Context: an optimization exercise on an open-source flow, tuned for small area, a short achievable clock period and few clock cycles. The choices shown serve that exercise and are no tape-out recipe.
The RTL was checked by simulation tests, not by an equivalence proof against the original design.

==> flow/design.v <==
module Floating_Point_Adder(Sum, InA, InB);
	input [31:0] InA, InB;
	output [31:0] Sum;
	reg [7:0] Exponent, Exponent_A, Exponent_B, Exponent_A_Out, Exponent_B_Out;
	reg  Sign_A, Sign_B, Sign, S, Temp;
	reg [23:0] Fraction_A,  Fraction_B, Fraction, Fraction_A_Out, Fraction_B_Out;
	reg [24:0] Result_Fraction, Fraction_Temp;
	reg [7:0] Ex_Difference;
	always @ (InA or InB)
	begin
		Ex_Difference = 8'd0;
		Sign_A = InA[31];
		Sign_B = InB[31];
		Exponent_A = InA[30:23];
		Exponent_B = InB[30:23];
		Fraction_A = {1'b1,	InA[22:0]};
		Fraction_B = {1'b1, InB[22:0]};
		if (Exponent_A == Exponent_B)
		begin
			Exponent_A_Out = Exponent_A + 8'd1;
			Exponent_B_Out = Exponent_B + 8'd1;
			Fraction_A_Out = Fraction_A;
			Fraction_B_Out = Fraction_B;
			S = 1'b1;
		end
		else if (Exponent_A > Exponent_B)
		begin
			Ex_Difference = Exponent_A - Exponent_B; 
			Exponent_A_Out = Exponent_A + 8'd1;
			Exponent_B_Out = Exponent_A + 8'd1;
			Fraction_A_Out = Fraction_A;
			Fraction_B_Out = Fraction_B >> Ex_Difference;
			S = 1'b1;
		end
		else
		begin
			Ex_Difference = Exponent_B - Exponent_A;
			Exponent_A_Out = Exponent_B + 8'd1;
			Exponent_B_Out = Exponent_B + 8'd1;
			Fraction_A_Out = Fraction_B;
			Fraction_B_Out = Fraction_A >> Ex_Difference;
			S = 1'b0;
		end
		if (Sign_A ^ Sign_B)
			Result_Fraction = Fraction_A_Out - Fraction_B_Out;
		else
			Result_Fraction = Fraction_A_Out + Fraction_B_Out;
		Temp = Sign_A ^ Sign_B;
		Sign = S ? (Sign_A ^ (Result_Fraction[24] & Temp)) : (Sign_B ^ (Result_Fraction[24] & Temp));
		Fraction_Temp = (Result_Fraction[24] & Temp) ? (~Result_Fraction + 25'd1) : Result_Fraction;
		Fraction = Fraction_Temp[24:1];
		Exponent = Exponent_A_Out;
		repeat(24)
		begin
			if (Fraction[23] == 1'b0)
			begin
				Fraction = Fraction << 1'b1;
				Exponent = Exponent - 8'd1;
			end
		end
	end
	assign Sum = {Sign, Exponent, Fraction[22:0]};
endmodule
module Floating_Point_Sub(Sum, InA, InB);
	input [31:0] InA, InB;
	output [31:0] Sum;
	reg [7:0] Exponent, Exponent_A, Exponent_B, Exponent_A_Out, Exponent_B_Out;
	reg  Sign_A, Sign_B, Sign, S, Temp;
	reg [23:0] Fraction_A,  Fraction_B, Fraction, Fraction_A_Out, Fraction_B_Out;
	reg [24:0] Result_Fraction, Fraction_Temp;
	reg [7:0] Ex_Difference;
	always @ (InA or InB)
	begin
		Ex_Difference = 8'd0;
		Sign_A = InA[31];
		Sign_B = ~InB[31];
		Exponent_A = InA[30:23];
		Exponent_B = InB[30:23];
		Fraction_A = {1'b1,	InA[22:0]};
		Fraction_B = {1'b1, InB[22:0]};
		if (Exponent_A == Exponent_B)
		begin
			Exponent_A_Out = Exponent_A + 8'd1;
			Exponent_B_Out = Exponent_B + 8'd1;
			Fraction_A_Out = Fraction_A;
			Fraction_B_Out = Fraction_B;
			S = 1'b1;
		end
		else if (Exponent_A > Exponent_B)
		begin
			Ex_Difference = Exponent_A - Exponent_B; 
			Exponent_A_Out = Exponent_A + 8'd1;
			Exponent_B_Out = Exponent_A + 8'd1;
			Fraction_A_Out = Fraction_A;
			Fraction_B_Out = Fraction_B >> Ex_Difference;
			S = 1'b1;
		end
		else
		begin
			Ex_Difference = Exponent_B - Exponent_A;
			Exponent_A_Out = Exponent_B + 8'd1;
			Exponent_B_Out = Exponent_B + 8'd1;
			Fraction_A_Out = Fraction_B;
			Fraction_B_Out = Fraction_A >> Ex_Difference;
			S = 1'b0;
		end
		if (Sign_A ^ Sign_B)
			Result_Fraction = Fraction_A_Out - Fraction_B_Out;
		else
			Result_Fraction = Fraction_A_Out + Fraction_B_Out;
		Temp = Sign_A ^ Sign_B;
		Sign = S ? (Sign_A ^ (Result_Fraction[24] & Temp)) : (Sign_B ^ (Result_Fraction[24] & Temp));
		Fraction_Temp = (Result_Fraction[24] & Temp) ? (~Result_Fraction + 25'd1) : Result_Fraction;
		Fraction = Fraction_Temp[24:1];
		Exponent = Exponent_A_Out;
		repeat(24)
		begin
			if (Fraction[23] == 1'b0)
			begin
				Fraction = Fraction << 1'b1;
				Exponent = Exponent - 8'd1;
			end
		end
	end
	assign Sum = {Sign, Exponent, Fraction[22:0]};
endmodule
module compare_floating_point(out, InA, InB);
	input [31:0] InA, InB;
	output reg out;
	wire Sign_A, Sign_B;
	wire [7:0] Exponent_A, Exponent_B;
	wire [22:0] Fraction_A, Fraction_B;
	assign Sign_A = InA[31];
	assign Sign_B = InB[31];
	assign Exponent_A = InA[30:23];
	assign Exponent_B = InB[30:23];
	assign Fraction_A = InA[22:0];
	assign Fraction_B = InB[22:0];
	always @ (*)
	begin
		if(Sign_A > Sign_B )
			out <= 1'b0;
		else if(Sign_A < Sign_B)
			out <= 1'b1;
		else
		begin
			if (Exponent_A > Exponent_B)
				out <= 1'b1;
			else if (Exponent_A < Exponent_B)
				out <= 1'b0;
			else
			begin
				if(Fraction_A > Fraction_B)
					out <= 1'b1;
				else
					out <= 1'b0;
			end
		end
	end
endmodule
module ShiftRight(Out, In, i);
	input [4:0] i;
	input [31:0] In;
	output [31:0] Out;
	wire [7:0] Exponent, Exponent_new;
	assign Exponent = In[30:23];
	assign Exponent_new = Exponent - i;
	assign Out = {In[31], Exponent_new, In[22:0]};
endmodule
module tinhxyz(x1, y1, z1, x0, y0, z0, i, arctan);
	input [4:0] i;
	input [31:0] x0, y0, z0, arctan;
	output [31:0] x1, y1, z1;
	wire [31:0] x2, x3, x4, y2, y3, y4, z2, z3;
	ShiftRight SR1 (y2, y0, i);
	ShiftRight SR2 (x2, x0, i);
	Floating_Point_Adder FLA1 (x3, x0, y2);
	Floating_Point_Sub FLS1 (x4, x0, y2);
	Floating_Point_Adder FLA2 (y3, y0, x2);
	Floating_Point_Sub FLS2 (y4, y0, x2);
	Floating_Point_Adder FLA3 (z2, z0, arctan);
	Floating_Point_Sub FLS3 (z3, z0, arctan);
	assign x1 = (z0[31]) ? x3 : x4;
	assign y1 = (z0[31]) ? y4 : y3;
	assign z1 = (z0[31]) ? z2 : z3;
endmodule	
module Counter(Out, In, En, clr, clk, reset);
	input clk, reset, En, clr;
	input[7:0] In;
	output reg [7:0] Out;
	always @ (posedge clk, posedge reset)
	begin
		if(reset)
		begin
			Out <= 8'd1;
		end
		else
		begin
			if(clr)
				Out <= 8'd1;
			else if(En)
				Out <= In + 1'b1;
			else
				Out <= Out;
		end
	end
endmodule
module Register(Out, In, clk, reset);
	input clk, reset;
	input [31:0] In;
	output reg [31:0] Out;
	always @ (posedge clk, posedge reset)
	begin
		if(reset)
			Out <= 32'd0;
		else	
			Out <= In;
	end
endmodule
module SinX(Out, OE, In, start, clk, reset);
	input clk, reset, start;
	input[31:0] In;
	output [31:0] Out;
	output OE;
	reg [3:0] next_state, current_state;
	reg s;
	reg [31:0] I3;
	reg [31:0] xr, yr, zr;
	reg [31:0] arctan_i;
	wire [7:0] i;
	wire [31:0] t, t1, t2, I1, I4, I5, I6, I7, I8, z1, x0, y0, z0;
	wire k3, k4, k5, k6, En_C, rs;
	localparam [3:0]
		s0 = 4'b0000,
		s1 = 4'b0001,
		s2 = 4'b0010,
		s3 = 4'b0011,
		s4 = 4'b0100,
		s5 = 4'b0101,
		s6 = 4'b0110,
		s7 = 4'b0111;
	localparam [31:0] ARCTAN0 = 32'b01000010001101000000000000000000;
	localparam [31:0] KCORDIC = 32'b00111111000110110111010100000111;
	always @ (*)
	begin
		case (i[4:0])
			5'd0: arctan_i = 32'b01000010001101000000000000000000;
			5'd1: arctan_i = 32'b01000001110101001000010100111001;
			5'd2: arctan_i = 32'b01000001011000001001010001110100;
			5'd3: arctan_i = 32'b01000000111001000000000000100010;
			5'd4: arctan_i = 32'b01000000011001001110001010101001;
			5'd5: arctan_i = 32'b00111111111001010001101111001010;
			5'd6: arctan_i = 32'b00111111011001010010101000011010;
			5'd7: arctan_i = 32'b00111110111001010010110110101111;
			5'd8: arctan_i = 32'b00111110011001010010111010010100;
			5'd9: arctan_i = 32'b00111101111001010010111011001101;
			5'd10: arctan_i = 32'b00111101011001010010111011011100;
			5'd11: arctan_i = 32'b00111100111001010010111011011111;
			5'd12: arctan_i = 32'b00111100011001010010111011100000;
			5'd13: arctan_i = 32'b00111011111001010010111011100000;
			5'd14: arctan_i = 32'b00111011011001010010111011100000;
			5'd15: arctan_i = 32'b00111011111101010100011100011101;
			5'd16: arctan_i = 32'b00111010011001010010111011100000;
			5'd17: arctan_i = 32'b00111001111001010010111011100000;
			5'd18: arctan_i = 32'b00111001011001010010111011100000;
			5'd19: arctan_i = 32'b00111000111001010010111011100000;
			5'd20: arctan_i = 32'b00111000011001010010111011100000;
			default: arctan_i = 32'd0;
		endcase
	end
	always @ (posedge clk, posedge reset)
	begin
		if(reset)
			current_state <= s0;
		else
			current_state <= next_state;
	end
	always @ (*)
	begin
		case (current_state)
			s0: next_state = start ? s1 : s0;
			s1: next_state = s2;
			s2: next_state = k4 ? s2 : s3;
			s3: next_state = s4;
			s4: next_state = s5;
			s5: next_state = (i > 8'd20) ? s7 : s6;
			s6: next_state = s5;
			s7: next_state = s0;
			default: next_state = s0;
		endcase
	end
	always @ (posedge clk, posedge reset)
	begin
		if(reset)
		begin
			s <= 1'b0;
			I3 <= 32'd0;
			xr <= 32'd0;
			yr <= 32'd0;
			zr <= 32'd0;
		end
		else
		begin
			case (current_state)
				s3: I3 <= I4;
				s4:
				begin
					s <= k5 ? ~In[31] : In[31];
					xr <= KCORDIC;
					yr <= KCORDIC;
					zr <= z1;
				end
				s5:
				begin
					if (i <= 8'd20)
					begin
						xr <= x0;
						yr <= y0;
						zr <= z0;
					end
				end
				default: ;
			endcase
		end
	end
	assign t = (current_state == s1) ? {1'b0, In[30:0]} : I1;
	compare_floating_point c4(k4, t, 32'b01000011101101000000000000000000);
	assign t1 = (k4) ? t : t2;
	Register r1(t2, t1, clk, reset);
	Floating_Point_Sub sub1(I1, t2, 32'b01000011101101000000000000000000);
	compare_floating_point c3(k3, {1'b0, In[30:0]}, 32'b01000011101101000000000000000000);
	assign I4 = (k3) ? t : {1'b0, In[30:0]};
	compare_floating_point CLP1(k5, I3, 32'b01000011001101000000000000000000);
	Floating_Point_Sub FLS2(I5, 32'b01000011101101000000000000000000, I3);
	assign I6 = (k5) ? I5 : I3;
	compare_floating_point CLP2(k6, I6, 32'b01000010101101000000000000000000);
	Floating_Point_Sub FLS3 (I7, 32'b01000011001101000000000000000000, I6);
	assign I8 = (k6) ? I7 : I6;
	Floating_Point_Sub FLS1 (z1, I8, ARCTAN0);
	tinhxyz xyz (x0, y0, z0, xr, yr, zr, i[4:0], arctan_i);
	Counter co1(i, i, En_C, rs, clk, reset);
	assign En_C = (current_state == s6) ? 1'b1 : 1'b0;
	assign rs = (current_state == s0) ? 1'b1 : 1'b0;
	assign OE = (current_state == s7) ? 1'b1 : 1'b0;
	assign Out = (OE) ? {s, yr[30:0]} : 32'd0;
endmodule
==> flow/run.sh <==
#!/bin/bash
# synth_recipe.tcl (not shown) runs the flow's synth.tcl, then flattens the netlist and writes it again
# the make line also repeats each setting of config.mk as NAME=value (left out here)
make -C /OpenROAD-flow-scripts/flow DESIGN_CONFIG=/design/flow/config.mk WORK_HOME=/design/flow/orfs CLKGATE_MAP_FILE= SYNTH_SCRIPT=/design/flow/synth_recipe.tcl finish
==> flow/config.mk <==
export PLATFORM = sky130hd
export DESIGN_NAME = SinX
export DESIGN_NICKNAME = SinX
export VERILOG_FILES = /design/flow/design.v
export SDC_FILE = /design/flow/constraint.sdc
export NUM_CORES = 4
export LEC_CHECK = 0
export ABC_CLOCK_PERIOD_IN_PS = 50000
export CAP_MARGIN = 20
export CORE_MARGIN = 2
export CORE_UTILIZATION = 40
export SLEW_MARGIN = 20
==> flow/constraint.sdc <==
create_clock -name core_clock -period 80.0 [get_ports {clk}]
set_input_delay 16.0000 -clock core_clock [delete_from_list [all_inputs] [get_ports {clk}]]
set_output_delay 16.0000 -clock core_clock [all_outputs]
set_load 0.01 [all_outputs]
==> impl_metrics.py <==
metrics = {
    "timing": {
        "max_slew.worst_pin.slew_ps": 1130,
        "fin_setup_tns_ps": 0,
        "finalSetupViolCount": 0,
        "finalHoldViolCount": 0,
        "fmaxAchievable_mhz": 16.4,
        "rsz0062_at_grt": "false",
        "finalCritPeriodShare_pct": 76.0,
        "finalCriticalPeriod_ps": 60820,
        "relSlewSlack_pct": 22.4,
        "final-max-slew-violation-count": 0,
        "clock_skew_ps": 38.5,
    },
    "cells_and_area": {
        "layout_common_cells": "nand2_1 (2269), nor2_1 (2260), a21oi_1 (1598)",
        "synthToLayoutAreaGrowth_pct": 3.59,
        "fin_area_um2": 122000,
        "final_nets": 18200,
        "fillers": 31700,
        "final_common_cell": "nand2_1",
        "final_util_pct": 41.6,
        "diodes": 0,
        "fin_cells": 21500,
        "drive_above_1_share_pct": 6.96,
    },
    "synthesis": {
        "seq_area_frac_synth_pct": 3.65,
        "async_reset_ff_share_pct": 100,
        "synth_area_per_cell_um2": 6.49,
        "synth_cell_type_count": 171,
        "synth-seq-cells": 172,
        "synth-main-ff-cell": "dfrtp_1",
        "synth-edff-count": 0,
        "synth_fp_nets": 18800,
        "netlist_area_um2": 118000,
        "synthCells": 18200,
        "yosysWarnings": 6,
    },
    "clock_tree": {
        "cts.sinks": 172,
        "h-tree-depth": 4,
        "cts_setup_buffers": 0,
        "path_clk_slew_ps": 90,
        "cts_root_buf": "clkbuf_16",
        "ctsResizeCount": 0,
        "clk_latency_ps": 590,
        "cts_hold_buf": 0,
        "clock_path_buffers": 2,
        "cts_buffers": 17,
        "cts_tree": "done",
    },
    "drt": {
        "routed_via_density": 6.11,
        "totalWireLength_um": 442000,
        "postRouteAntennaNets": 0,
        "firstDrtPassIters": 19,
        "vias": 131000,
        "wl_per_cell_um": 20.6,
        "drtIter0Drc": 13200,
        "drc_errors": 0,
    },
    "placement": {
        "place_area_um2": 122000,
        "io_buffers": 67,
        "dp_hpwl_um": 351000,
        "place_inst": 21400,
        "gp_congestion": 1.01,
    },
    "worst_setup_path": {
        "cp_data_required_time_ps": 80470,
        "end_kind": "flip-flop",
        "r2r-start": "I3[27]$_DFFE_PP0P_",
        "crit_slowest_cell": "dfrtp_1",
        "crit_arrival_ps": 61290,
        "cp_max_fo": 23,
        "max_stage_delay_ps": 960,
        "crit_type": "flip-flop to flip-flop",
        "crit_path_start_kind": "flip-flop",
        "cp_common_cell": "ha_1",
        "cp-startpoint": "I3[27]$_DFFE_PP0P_",
    },
    "grt": {
        "grt_pass1_vias": 119000,
        "gr-total-overflow": 0,
        "grt_usage_pct": 28.0,
        "antenna_found_initial": 9,
        "grt_pass1_wl_um": 689000,
        "grt_max_degree": 87,
    },
    "floorplanning": {
        "start_util_pct": 40.2,
        "fp.dieW_um": 547,
        "core_um2": 294000,
        "placementRows": 199,
        "io_pins": 68,
        "die_h_um": 547,
        "die_area_um2": 299000,
    },
    "worst_hold_path": {
        "hp-class": "flip-flop to flip-flop",
        "worstHoldStart": "I3[30]$_DFFE_PP0P_",
    },
    "run_status": {
        "status": "timing/DRC/antenna clean",
    },
    "flow_run": {
        "maxCapViolCount": 0,
    },
}
==> routing by layer <==
layer	wire [µm]	GRT usage, %
met1	199000	38.3
met2	196000	45.1
met3	29800	3.03
met4	17200	9.88
met5	23	0
==> registers in the layout, summed over array words and instances (netlist names) <==
| register | flops |
|---|---|
| co1.Out | 8 |
| yr | 32 |
| zr | 32 |
| r1.Out | 32 |
| s | 1 |
| I3 | 32 |
| xr | 32 |
| current_state | 3 |
==> area by class of cell <==
class / instances / area [µm²] / area share, %
clock buffer: 18 / 439 / 0.359
clock inverter: 14 / 148 / 0.121
inverter: 636 / 2410 / 1.97
multi-input combinational: 16300 / 107000 / 87.4
sequential: 172 / 4310 / 3.53
tap: 3919 / 4900 / 4.01
timing repair buffer: 403 / 3190 / 2.61
==> worst max-delay path: cells and delay by family, from the launching register on <==
| kind | cells | cell delay, ps |
|---|---|---|
| compound gates | 82 | 17350 |
| fa+ha+maj | 54 | 15600 |
| simple gates | 91 | 15390 |
| mux | 20 | 5720 |
| xor+xnor | 15 | 4230 |
| buf+inv | 10 | 1430 |
| flops | 1 | 960 |
==> cell families after synthesis <==
logic type / synth area share, %
mux: 11.6
flops: 3.65
fa+ha+maj: 6.44
buf+inv: 6.15
xor+xnor: 14.9
compound gates: 28.3
simple gates: 28.9
==> through the flow <==
step / hold slack [ps] / setup WS, ps
floorplan: 453 / 27450
global placement: 469 / 20560
detailed placement: 477 / 20130
CTS: 496 / 19810
global route: 525 / 14460
finish: 497 / 19180
==> synthesized netlist by cell type, drive strengths merged (46+ instances only) <==
| library cell | n | area, µm² |
|---|---|---|
| a2111oi | 46 | 415 |
| a211o | 59 | 517 |
| a211oi | 332 | 2550 |
| a21o | 125 | 938 |
| a21oi | 1618 | 8170 |
| a221oi | 56 | 497 |
| a22oi | 95 | 723 |
| a31oi | 225 | 1430 |
| and2 | 270 | 1690 |
| and3 | 225 | 1430 |
| and4 | 77 | 678 |
| buf | 294 | 1940 |
| clkbuf | 746 | 2850 |
| dfrtp | 171 | 4280 |
| ha | 563 | 7040 |
| inv | 615 | 2310 |
| mux2 | 371 | 4180 |
| mux2i | 833 | 8370 |
| mux4 | 52 | 1170 |
| nand2 | 2280 | 8590 |
| nand2b | 128 | 806 |
| nand3 | 523 | 2640 |
| nand3b | 55 | 417 |
| nand4 | 208 | 1320 |
| nor2 | 2279 | 8620 |
| nor2b | 124 | 776 |
| nor3 | 462 | 2370 |
| nor3b | 74 | 561 |
| nor4 | 151 | 997 |
| o211ai | 221 | 1700 |
| o21a | 112 | 841 |
| o21ai | 1316 | 6610 |
| o21bai | 196 | 1470 |
| o22ai | 123 | 776 |
| o31ai | 107 | 828 |
| or2 | 113 | 707 |
| or3 | 116 | 726 |
| or4 | 57 | 437 |
| xnor2 | 1280 | 11600 |
| xor2 | 598 | 5430 |
==> final timing paths <==
path / endpoint / slack (ps) / depth (start not counted)
min reg2reg: I3[30]$_DFFE_PP0P_ / 500 / 2
max: zr[30]$_DFFE_PP0P_ / 19180 / 272
max in group asynchronous: I3[23]$_DFFE_PP0P_ / 62740 / 3
max reg2reg: zr[30]$_DFFE_PP0P_ / 19180 / 272
min in group asynchronous: xr[0]$_DFFE_PP0P_ / 15910 / 2
min: I3[30]$_DFFE_PP0P_ / 500 / 2
Testbench counts, summed over its fixed seeds: cycles 15,047.

## port drivers added, routing unchanged
How much do the figures lean on ideal ports? The routed layout below was timed once more, with nothing changed but the port constraints. Step 1 sets driving cells, clkbuf_16 on the clock port and buf_2 on the other inputs (assumed; they add their load-dependent delay and slew). Step 2 moves the port delays by t, midway between the first and last clock arrival at a register: inputs arrive t later, outputs are due t later. That takes back most of the time a late clock gives input paths. Slacks: ideal / step 1 / step 2; pairs: ideal / step 1.
t (ns): 0.664
slack for setup (ns): 19.180 / 19.180 / 19.180
pins driven straight from the clock port: 1
After both steps this run still meets setup and hold. The setup slack of this run moves by 0.000 ns with the drivers and by 0.000 ns with both steps.
